From an optimization exercise on the open Yosys and OpenROAD flow, aimed at small area; shortcuts taken in it are not production practice.
Function was checked by simulation only, so behaviour that the tests miss may differ from the original.
No activity file was given, so power comes from the tool's default toggle rates.

==> 05-28 <==
==> flow/design.v (excerpt) <==
module fifo(
    input clk,
    input rst_n,
    input input_valid,
    output input_enable,
    output output_valid,
    input output_enable,
    input [15:0] data_in,
    output reg [7:0] data_out
);
reg [15:0] mem [0:15];
reg [4:0] cnt;             
reg       rd_hi;           
wire full  = cnt[4];
wire empty = (cnt == 5'd0);
assign input_enable = !full;
assign output_valid = !empty;
wire do_write = input_valid & !full;
wire do_read  = output_enable & !empty;
wire do_pop   = do_read & rd_hi;
integer k;
always @(posedge clk) begin
    if (do_write) begin
        mem[0] <= data_in;
        for (k = 1; k < 16; k = k + 1)
            mem[k] <= mem[k - 1];
    end
end
wire [3:0] pa_n;
wire [7:0] pb_n;
genvar i, j, b;
generate
    for (i = 0; i < 4; i = i + 1) begin : g_pa
        g_nand2 u (.a(cnt[0] == i[0]), .b(cnt[1] == i[1]), .y(pa_n[i]));
    end
    for (j = 0; j < 8; j = j + 1) begin : g_pb
        g_nand4 u (.a(do_read), .b(rd_hi == j[0]), .c(cnt[2] == j[1]), .d(cnt[3] == j[2]), .y(pb_n[j]));
    end
endgenerate
wire [31:0] sel;
generate
    for (i = 0; i < 16; i = i + 1) begin : g_sel
        localparam [3:0] C = i + 1;
        g_nor2 ulo (.a(pa_n[C[1:0]]), .b(pb_n[{C[3:2], 1'b0}]), .y(sel[i]));
        g_nor2 uhi (.a(pa_n[C[1:0]]), .b(pb_n[{C[3:2], 1'b1}]), .y(sel[16 + i]));
    end
endgenerate
wire hold = !do_read;
wire [4:0] cnt_next;
fifo_count u_count (.cnt(cnt), .up(do_write), .dn(do_pop), .cnt_next(cnt_next));
wire [7:0] dnext;
generate
  ...
==> module fifo, before the edit <==
module fifo(
    input clk,
    input rst_n,
    input input_valid,
    output input_enable,
    output output_valid,
    input output_enable,
    input [15:0] data_in,
    output reg [7:0] data_out
);
reg [15:0] mem [0:15];
reg [4:0] cnt;             
reg       rd_hi;           
wire full  = cnt[4];
wire empty = (cnt == 5'd0);
assign input_enable = !full;
assign output_valid = !empty;
wire do_write = input_valid & !full;
wire do_read  = output_enable & !empty;
wire do_pop   = do_read & rd_hi;
integer k;
always @(posedge clk) begin
    if (do_write) begin
        mem[0] <= data_in;
        for (k = 1; k < 16; k = k + 1)
            mem[k] <= mem[k - 1];
    end
end
wire [3:0] pa_n;
wire [7:0] pb_n;
genvar i, j, b;
generate
    for (i = 0; i < 4; i = i + 1) begin : g_pa
        g_nand2 u (.a(cnt[0] == i[0]), .b(cnt[1] == i[1]), .y(pa_n[i]));
    end
    for (j = 0; j < 8; j = j + 1) begin : g_pb
        g_nand4 u (.a(do_read), .b(rd_hi == j[0]), .c(cnt[2] == j[1]), .d(cnt[3] == j[2]), .y(pb_n[j]));
    end
endgenerate
wire [31:0] sel;
generate
    for (i = 0; i < 16; i = i + 1) begin : g_sel
        localparam [3:0] C = i + 1;
        g_nor2 ulo (.a(pa_n[C[1:0]]), .b(pb_n[{C[3:2], 1'b0}]), .y(sel[i]));
        g_nor2 uhi (.a(pa_n[C[1:0]]), .b(pb_n[{C[3:2], 1'b1}]), .y(sel[16 + i]));
    end
endgenerate
wire hold = !do_read;
wire [4:0] cnt_next;
fifo_count u_count (.cnt(cnt), .up(do_write), .dn(do_pop), .cnt_next(cnt_next));
wire [7:0] dnext;
generate
    for (b = 0; b < 8; b = b + 1) begin : g_bit
        wire [32:0] s, d;
        for (i = 0; i < 16; i = i + 1) begin : g_in
            assign s[i]      = sel[i];
            assign d[i]      = mem[i][b];
            assign s[16 + i] = sel[16 + i];
            assign d[16 + i] = mem[i][8 + b];
        end
        assign s[32] = hold;
        assign d[32] = data_out[b];
        wire [10:0] t;
        for (j = 0; j < 11; j = j + 1) begin : g_aoi
            g_aoi222 u (.a1(s[3*j]), .a2(d[3*j]), .b1(s[3*j+1]), .b2(d[3*j+1]),
                        .c1(s[3*j+2]), .c2(d[3*j+2]), .y(t[j]));
        end
        wire o0, o1, o2;
        g_nand4 n0 (.a(t[0]), .b(t[1]), .c(t[2]), .d(t[3]), .y(o0));
        g_nand4 n1 (.a(t[4]), .b(t[5]), .c(t[6]), .d(t[7]), .y(o1));
        g_nand3 n2 (.a(t[8]), .b(t[9]), .c(t[10]), .y(o2));
        g_or3   o  (.a(o0), .b(o1), .c(o2), .y(dnext[b]));
    end
endgenerate
always @(posedge clk or negedge rst_n) begin
    if (!rst_n) begin
        cnt      <= 5'd0;
        rd_hi    <= 1'b0;
        data_out <= 8'd0;
    end else begin
        data_out <= dnext;
        if (do_read)
            rd_hi <= ~rd_hi;
        cnt <= cnt_next;
    end
end
endmodule
==> module g_aoi222, before the edit <==
module g_aoi222(input a1, input a2, input b1, input b2, input c1, input c2, output y);
    assign y = ~((a1 & a2) | (b1 & b2) | (c1 & c2));
endmodule
==> module g_nand2, before the edit <==
module g_nand2(input a, input b, output y);
    assign y = ~(a & b);
endmodule
==> module g_nand3, before the edit <==
module g_nand3(input a, input b, input c, output y);
    assign y = ~(a & b & c);
endmodule
==> module g_nand4, before the edit <==
module g_nand4(input a, input b, input c, input d, output y);
    assign y = ~(a & b & c & d);
endmodule
==> module g_nor2, before the edit <==
module g_nor2(input a, input b, output y);
    assign y = ~(a | b);
endmodule
==> module g_or3, before the edit <==
module g_or3(input a, input b, input c, output y);
    assign y = a | b | c;
endmodule
==> module fifo_count, before the edit <==
module fifo_count(input [4:0] cnt, input up, input dn, output [4:0] cnt_next);
    wire inc = up & !dn;
    wire dec = dn & !up;
    wire [4:0] t;
    assign t[0] = up ^ dn;
    assign t[1] = (inc &  cnt[0])            | (dec & !cnt[0]);
    assign t[2] = (inc & (&cnt[1:0]))        | (dec & !(|cnt[1:0]));
    assign t[3] = (inc & (&cnt[2:0]))        | (dec & !(|cnt[2:0]));
    assign t[4] = (inc & (&cnt[3:0]))        | (dec & !(|cnt[3:0]));
    assign cnt_next = cnt ^ t;
endmodule
clock: 4.0 ns
lec_check: 0
cap_margin: 20
core_margin: 2
core_utilization: 40
slew_margin: 20
synth_hierarchical: 1
synth_minimum_keep_size: 0
standard.sh (not shown) runs the stock make flow with config.mk's settings and CLKGATE_MAP_FILE= SYNTH_SCRIPT=/design/flow/synth_recipe.tcl, a recipe that flattens the netlist after the stock synthesis.
==> flow/flow/run.sh <==
#!/bin/bash
# Standard layout, with a leaner clock tree (no dummy loads, clusters of up to
# 18 sinks on clkbuf_8, small root and tree buffers) and small port buffers.
set -euo pipefail
export CTS_ARGS="-sink_clustering_enable -repair_clock_nets -dont_use_dummy_load -buf_list sky130_fd_sc_hd__clkbuf_8 -sink_clustering_size 18 -sink_clustering_max_diameter 70 -root_buf sky130_fd_sc_hd__clkbuf_4 -tree_buf sky130_fd_sc_hd__clkbuf_4"
export BUFFER_PORTS_ARGS="-buffer_cell sky130_fd_sc_hd__buf_1"
bash standard.sh > standard.log 2>&1
==> 10-13: changes against 05-28 <==
==> flow/design.v (replaced) <==
module fifo(
    input clk,
    input rst_n,
    input input_valid,
    output input_enable,
    output output_valid,
    input output_enable,
    input [15:0] data_in,
    output reg [7:0] data_out
);
reg [15:0] mem [15:0];           
reg [3:0] write_addr;           
reg [3:0] read_addr;            
reg rd_byte_sel;                
reg [4:0] word_count;           
wire fifo_full;
wire fifo_empty;
wire [3:0] next_write_addr;
wire [3:0] next_read_addr;
wire do_write;
wire do_pop;
assign next_write_addr = (write_addr == 4'd15) ? 4'd0 : write_addr + 1'b1;
assign next_read_addr = (read_addr == 4'd15) ? 4'd0 : read_addr + 1'b1;
assign fifo_full = (word_count == 5'd16);       
assign fifo_empty = (word_count == 5'd0);       
assign input_enable = !fifo_full;              
assign output_valid = !fifo_empty;             
assign do_write = input_valid && !fifo_full;
assign do_pop = output_enable && !fifo_empty && rd_byte_sel;
always @(posedge clk or negedge rst_n) begin
    if (!rst_n) begin
        for (integer i = 0; i < 16; i = i + 1) begin
            mem[i] <= 16'd0;
        end
        write_addr   <= 4'd0;
        read_addr    <= 4'd0;
        rd_byte_sel  <= 1'b0;
        word_count   <= 5'd0;
        data_out     <= 8'd0;
    end else begin
        if (do_write) begin
            mem[write_addr] <= data_in;
            write_addr <= next_write_addr;
        end
        if (output_enable && !fifo_empty) begin
            if (rd_byte_sel == 1'b0) begin
                data_out <= mem[read_addr][7:0];       
            end else begin
                data_out <= mem[read_addr][15:8];      
                read_addr <= next_read_addr;
            end
            rd_byte_sel <= ~rd_byte_sel;
        end
        if (do_write && !do_pop)
            word_count <= word_count + 1'b1;
        else if (do_pop && !do_write)
            word_count <= word_count - 1'b1;
    end
end
endmodule
==> flow/run.sh (new file) <==
#!/bin/bash
# synth_recipe.tcl (not shown) runs the flow's synth.tcl, then flattens the netlist and writes it again
# the make line also repeats each setting of config.mk as NAME=value (left out here)
make -C /OpenROAD-flow-scripts/flow DESIGN_CONFIG=/design/flow/config.mk WORK_HOME=/design/flow/orfs CLKGATE_MAP_FILE= SYNTH_SCRIPT=/design/flow/synth_recipe.tcl finish
--- a/flow/config.mk
+++ b/flow/config.mk
@@ -9,5 +9,3 @@
 export CORE_MARGIN = 2
 export CORE_UTILIZATION = 40
 export SLEW_MARGIN = 20
-export SYNTH_HIERARCHICAL = 1
-export SYNTH_MINIMUM_KEEP_SIZE = 0
removed: flow/flow/run.sh
removed: flow/standard.sh
==> 08-15: changes against 05-28 <==
==> flow/design.v (replaced) <==
module fifo(
    input clk,
    input rst_n,
    input input_valid,
    output input_enable,
    output output_valid,
    input output_enable,
    input [15:0] data_in,
    output reg [7:0] data_out
);
reg [15:0] mem [0:15];
reg [3:0] wr_ptr;
reg [3:0] rd_ptr;
reg       rd_hi;           
reg       full_eq;         
wire same_idx = (wr_ptr == rd_ptr);
wire empty = same_idx & !full_eq;
wire full  = same_idx & full_eq;
assign input_enable = !full;
assign output_valid = !empty;
wire do_write = input_valid & !full;
wire do_read  = output_enable & !empty;
wire [3:0] qa_n;
wire [3:0] qb_n;
wire [15:0] we;
wire [15:0] we_hi;
genvar w;
generate
    for (w = 0; w < 4; w = w + 1) begin : g_wdec
        g_nand2 ua (.a(wr_ptr[0] == w[0]), .b(wr_ptr[1] == w[1]), .y(qa_n[w]));
        g_nand3 ub (.a(do_write), .b(wr_ptr[2] == w[0]), .c(wr_ptr[3] == w[1]), .y(qb_n[w]));
    end
    for (w = 0; w < 16; w = w + 1) begin : g_we
        g_nor2 ulo (.a(qa_n[w % 4]), .b(qb_n[w / 4]), .y(we[w]));
        g_nor2 uhi (.a(qa_n[w % 4]), .b(qb_n[w / 4]), .y(we_hi[w]));
        always @(posedge clk) begin
            if (we[w])
                mem[w][7:0] <= data_in[7:0];
            if (we_hi[w])
                mem[w][15:8] <= data_in[15:8];
        end
    end
endgenerate
wire [3:0] pa_n;
wire [7:0] pb_n;
genvar i, j, b;
generate
    for (i = 0; i < 4; i = i + 1) begin : g_pa
        g_nand2 u (.a(rd_ptr[0] == i[0]), .b(rd_ptr[1] == i[1]), .y(pa_n[i]));
    end
    for (j = 0; j < 8; j = j + 1) begin : g_pb
        g_nand4 u (.a(do_read), .b(rd_hi == j[0]), .c(rd_ptr[2] == j[1]), .d(rd_ptr[3] == j[2]), .y(pb_n[j]));
    end
endgenerate
wire [31:0] sel;
generate
    for (i = 0; i < 16; i = i + 1) begin : g_sel
        g_nor2 ulo (.a(pa_n[i % 4]), .b(pb_n[{i[3:2], 1'b0}]), .y(sel[i]));
        g_nor2 uhi (.a(pa_n[i % 4]), .b(pb_n[{i[3:2], 1'b1}]), .y(sel[16 + i]));
    end
endgenerate
wire hold = !do_read;
wire [7:0] dnext;
generate
    for (b = 0; b < 8; b = b + 1) begin : g_bit
        wire [32:0] s, d;
        for (i = 0; i < 16; i = i + 1) begin : g_in
            assign s[i]      = sel[i];
            assign d[i]      = mem[i][b];
            assign s[16 + i] = sel[16 + i];
            assign d[16 + i] = mem[i][8 + b];
        end
        assign s[32] = hold;
        assign d[32] = data_out[b];
        wire [10:0] t;
        for (j = 0; j < 11; j = j + 1) begin : g_aoi
            g_aoi222 u (.a1(s[3*j]), .a2(d[3*j]), .b1(s[3*j+1]), .b2(d[3*j+1]),
                        .c1(s[3*j+2]), .c2(d[3*j+2]), .y(t[j]));
        end
        wire o0, o1, o2;
        g_nand4 n0 (.a(t[0]), .b(t[1]), .c(t[2]), .d(t[3]), .y(o0));
        g_nand4 n1 (.a(t[4]), .b(t[5]), .c(t[6]), .d(t[7]), .y(o1));
        g_nand3 n2 (.a(t[8]), .b(t[9]), .c(t[10]), .y(o2));
        g_or3   o  (.a(o0), .b(o1), .c(o2), .y(dnext[b]));
    end
endgenerate
always @(posedge clk or negedge rst_n) begin
    if (!rst_n) begin
        wr_ptr   <= 4'd0;
        rd_ptr   <= 4'd0;
        rd_hi    <= 1'b0;
        full_eq  <= 1'b0;
        data_out <= 8'd0;
    end else begin
        data_out <= dnext;
        if (do_write)
            wr_ptr <= wr_ptr + 1'b1;
        if (do_read) begin
            rd_hi <= ~rd_hi;
            if (rd_hi)
                rd_ptr <= rd_ptr + 1'b1;
        end
        if (do_write)
            full_eq <= 1'b1;
        else if (do_read & rd_hi)
            full_eq <= 1'b0;
    end
end
endmodule
module g_aoi222(input a1, input a2, input b1, input b2, input c1, input c2, output y);
    assign y = ~((a1 & a2) | (b1 & b2) | (c1 & c2));
endmodule
module g_nand2(input a, input b, output y);
    assign y = ~(a & b);
endmodule
module g_nand3(input a, input b, input c, output y);
    assign y = ~(a & b & c);
endmodule
module g_nand4(input a, input b, input c, input d, output y);
    assign y = ~(a & b & c & d);
endmodule
module g_nor2(input a, input b, output y);
    assign y = ~(a | b);
endmodule
module g_or3(input a, input b, input c, output y);
    assign y = a | b | c;
endmodule
==> summary of the runs <==
- Sequential power: 10-13 > 05-28 > 08-15.
- Global-route usage: 08-15 is lower than 10-13 (2.1 points).
- The highest hold slack belongs to 05-28, the lowest to 08-15.
- Wire length, lowest first: 05-28, 08-15, 10-13.
- Combinational power: 05-28 < 08-15 < 10-13.
- In 05-28 the register-to-register slack is higher than in 08-15, by 620 ps.
- Between 10-13 and 08-15, the lower synthesized area is in 08-15 (gap 34%, measured against 08-15).
- Of 08-15 and 10-13, 10-13 has the higher clock-buffer cell count (gap 32).
- Non-clock buffer count: 08-15 < 05-28 < 10-13.
==> figures <==
Buffers and inverters on the worst path: 10-13 2; 08-15 1; 05-28 1
Fraction of layout instances using a drive strength above 1: 10-13 35.37%; 08-15 4.310%; 05-28 5.385%
Proportion of netlist area held by the largest area contributor: 10-13 52.17%; 08-15 77.24%; 05-28 80.24%
Number of warning messages in the yosys log: 10-13 2; 08-15 8; 05-28 8
Crit path arrival time: 10-13 3370 ps; 08-15 4240 ps; 05-28 3640 ps
DR WL met2: 10-13 16840 um; 08-15 11810 um; 05-28 9224 um
Setup Skew: 10-13 14.13 ps; 08-15 94.75 ps; 05-28 37.35 ps
Detailed Route Iter0 Violations: 10-13 654; 08-15 994; 05-28 1071
VDD IR-drop max: 10-13 0.4090 mV; 08-15 0.2469 mV; 05-28 0.3383 mV
Standard-cell row count: 10-13 66; 08-15 57; 05-28 56
Status: 10-13 no timing/DRC/antenna violations; 08-15 no timing/DRC/antenna violations; 05-28 no timing/DRC/antenna violations
Proportion of cell area occupied by multi-input gates: 10-13 39.07%; 08-15 16.07%; 05-28 14.04%
Peak Freq: 10-13 347.9 MHz; 08-15 266.4 MHz; 05-28 319.5 MHz
Register Area: 10-13 0.006962 sq mm; 08-15 0.008138 sq mm; 05-28 0.008038 sq mm
Met3 wire length: 10-13 1830 um; 08-15 1924 um; 05-28 1609 um
Power density over cell area: 10-13 842.5 mW/mm^2; 08-15 576.6 mW/mm^2; 05-28 637.8 mW/mm^2
Number of non-clock inverters in the layout: 10-13 13; 08-15 11; 05-28 9
Post-synthesis sequential area ratio: 10-13 52.17%; 08-15 81.77%; 05-28 83.90%
Share of synthesized area spent on multiplexers: 10-13 25.04%; 08-15 0%; 05-28 0%
Area Overhead vs Synth: 10-13 11.25%; 08-15 7.116%; 05-28 7.823%

-- afterwards: timing with drivers on the ports --
The flow's constraints put no driver on any port. The routed layouts listed below were extracted and timed again, unchanged, in two steps. Step 1: set_driving_cell puts a clkbuf_16 on clk and a buf_2 on each other input, an assumption about the parent block. Step 2 adds t to the input delays and takes it off the output delays; t is the mean of the earliest and latest rising clock arrival at the registers after step 1. Input paths then give back, and output paths get back, about the clock's delay inside the block. Three values: ideal ports, drivers, drivers and shift; two values: the first two.
run	t, ns	setup WS [ns]	worst setup path after step 2	latest minus earliest clock arrival (ns)	slew at the worst register clock pin (ns)
05-28	0.659	0.870 / 0.870 / 0.732	input to register	0.042 / 0.042	0.11 / 0.11
10-13	0.613	1.126 / 1.126 / 0.693	input to register	0.014 / 0.015	0.06 / 0.06
08-15	0.681	0.246 / 0.246 / 0.246	register to register	0.097 / 0.097	0.11 / 0.11
After both steps every run listed still meets setup and hold. The setup slack of 10-13, which loses most, moves by 0.000 ns with the drivers and by -0.433 ns with both steps.
